This is an optimization exercise on Yosys and OpenROAD, whose aim is small area, not a production implementation.
In this exercise RTL edits were held to simulation tests only and were not proved equivalent to the original.
The clock input has no modelled driver; a real chip could not lean on it and would need a root buffer or a full tree.

// ddr_ctrl
module ddr_ctrl(
    input                       clk                     ,
    input                       rst                     ,
    input                       init_calib_complete     ,
    input       [63:0]          app_rd_data             ,
    input                       app_rd_data_end         ,
    input                       app_rd_data_valid       ,
    input                       app_rdy                 ,
    input                       app_wdf_rdy             ,
    output  wire[31:0]          app_addr                ,
    output  wire[2:0]           app_cmd                 ,
    output  reg                 app_en                  ,
    output  wire[63:0]          app_wdf_data            ,
    output  wire[31:0]          app_wdf_mask            ,
    output  wire                app_wdf_end             ,
    output  wire                app_wdf_wren            ,
    output  reg                 ddrdata_test_err
  );
==> flow/config.mk <==
export PLATFORM = sky130hd
export DESIGN_NAME = ddr_ctrl
export DESIGN_NICKNAME = ddr_ctrl
export VERILOG_FILES = /design/flow/design.v
export SDC_FILE = /design/flow/constraint.sdc
export NUM_CORES = 4
export LEC_CHECK = 0
export CAP_MARGIN = 20
export CORE_MARGIN = 2
export CORE_UTILIZATION = 40
export SLEW_MARGIN = 20
==> flow/constraint.sdc <==
create_clock -name core_clock -period 5.0 [get_ports {clk}]
set_input_delay 1.0000 -clock core_clock [delete_from_list [all_inputs] [get_ports {clk}]]
set_output_delay 1.0000 -clock core_clock [all_outputs]
set_load 0.01 [all_outputs]
standard.sh (not shown) runs the stock make flow with config.mk's settings and CLKGATE_MAP_FILE= SYNTH_SCRIPT=/design/flow/synth_recipe.tcl, a recipe that flattens the netlist after the stock synthesis.
==> flow/flow/run.sh <==
#!/bin/bash
# The standard ORFS layout (standard.sh's make command) with these changes:
#  - synthesis maps logic with an area-oriented abc script (flow/synth.tcl),
#    and leaves adders to abc instead of mapping them to half-adder cells first;
#  - port buffers are the smallest buffer, buf_1;
#  - the constant outputs share one tie cell instead of one tie cell each;
#  - clock tree synthesis uses clkbuf_2/clkbuf_4 and adds no dummy loads, and its
#    tree is then rebuilt as 3 equal clkbuf_4 leaf buffers that the clock port
#    drives directly, each driving an equal share of the registers (flow/post_cts.tcl).
# ORFS writes each step's full log under orfs/logs; make's output goes to standard.log.
set -euo pipefail
here=$(pwd)
export MY_ABC_SCRIPT="$here/flow/abc_area.script"
export ADDER_MAP_FILE=
export BUFFER_PORTS_ARGS="-buffer_cell sky130_fd_sc_hd__buf_1"
export SKIP_REPAIR_TIE_FANOUT=1
export POST_CTS_TCL="$here/flow/post_cts.tcl"
export CTS_ARGS="-sink_clustering_enable -repair_clock_nets -dont_use_dummy_load -buf_list {sky130_fd_sc_hd__clkbuf_2 sky130_fd_sc_hd__clkbuf_4}"
sed "s#SYNTH_SCRIPT=[^ ]*#SYNTH_SCRIPT=$here/flow/synth.tcl#" standard.sh > my_standard.sh
grep -q "SYNTH_SCRIPT=$here/flow/synth.tcl" my_standard.sh
bash my_standard.sh > standard.log 2>&1
==> flow/flow/abc_area.script <==
strash
fraig
dch
amap -m
==> flow/flow/post_cts.tcl <==
# Run by ORFS's CTS step after its own clock tree synthesis (POST_CTS_TCL):
# rebuild the clock tree as 3 equal leaf buffers driven by the clock port.
source [file join [file dirname [info script]] clock_tree.tcl]
my_clock_tree 3 sky130_fd_sc_hd__clkbuf_4
detailed_placement
check_placement -verbose
estimate_parasitics -placement
Other scripts of this flow, unchanged in this note and not shown: flow/flow/clock_tree.tcl, flow/flow/synth.tcl
The baseline passed the timing, design-rule and antenna checks.
Change:
--- a/flow/flow/run.sh
+++ b/flow/flow/run.sh
@@ -6,5 +6,5 @@
 #  - the constant outputs share one tie cell instead of one tie cell each;
 #  - clock tree synthesis uses clkbuf_2/clkbuf_4 and adds no dummy loads, and its
-#    tree is then rebuilt as 3 equal clkbuf_4 leaf buffers that the clock port
+#    tree is then rebuilt as 2 equal clkbuf_4 leaf buffers that the clock port
 #    drives directly, each driving an equal share of the registers (flow/post_cts.tcl).
 # ORFS writes each step's full log under orfs/logs; make's output goes to standard.log.
==> flow/flow/abc_area.script (replaced) <==
&get -n
&st
&syn3
&put
dch
amap -m
strash
dch
amap -m
==> flow/flow/post_cts.tcl (replaced) <==
# Run by ORFS's CTS step after its own clock tree synthesis (POST_CTS_TCL):
# rebuild the clock tree as 2 equal leaf buffers driven by the clock port.
source [file join [file dirname [info script]] clock_tree.tcl]
my_clock_tree 2 sky130_fd_sc_hd__clkbuf_4
detailed_placement
check_placement -verbose
estimate_parasitics -placement
Result: Fmax shrinks slightly; sequential share of layout area is higher by 0.35 points; area after synthesis fell slightly; global-route usage came out higher by 0.17 points.
In every run of this note, the design's own scripts or RTL, not TritonCTS, make the clock network.

-- afterwards: timing with drivers on the ports --
How much do the figures lean on ideal ports? The routed layouts below were timed once more, with nothing changed but the port constraints.
Step 1 sets driving cells, clkbuf_16 on the clock port and buf_2 on the other inputs (assumed; they add their load-dependent delay and slew).
Step 2 times the ports against the registers' clock, not the clock port: input delays grow and output delays shrink by t, the midpoint of the rising clock arrivals with the driver on.
a / b / c = ideal ports / drivers / drivers and shift; a / b = the first two.
run	shift t [ns]	slack for setup (ns)	worst setup path after step 2	clock arrival spread, ns	cell pins on the clock port's net
the first run	0.183	2.221 / 2.185 / 2.364	register to register	0.009 / 0.010	3
the second run	0.189	2.178 / 2.150 / 2.231	register to register	0.004 / 0.004	2
After both steps setup and hold are still met in every run listed.
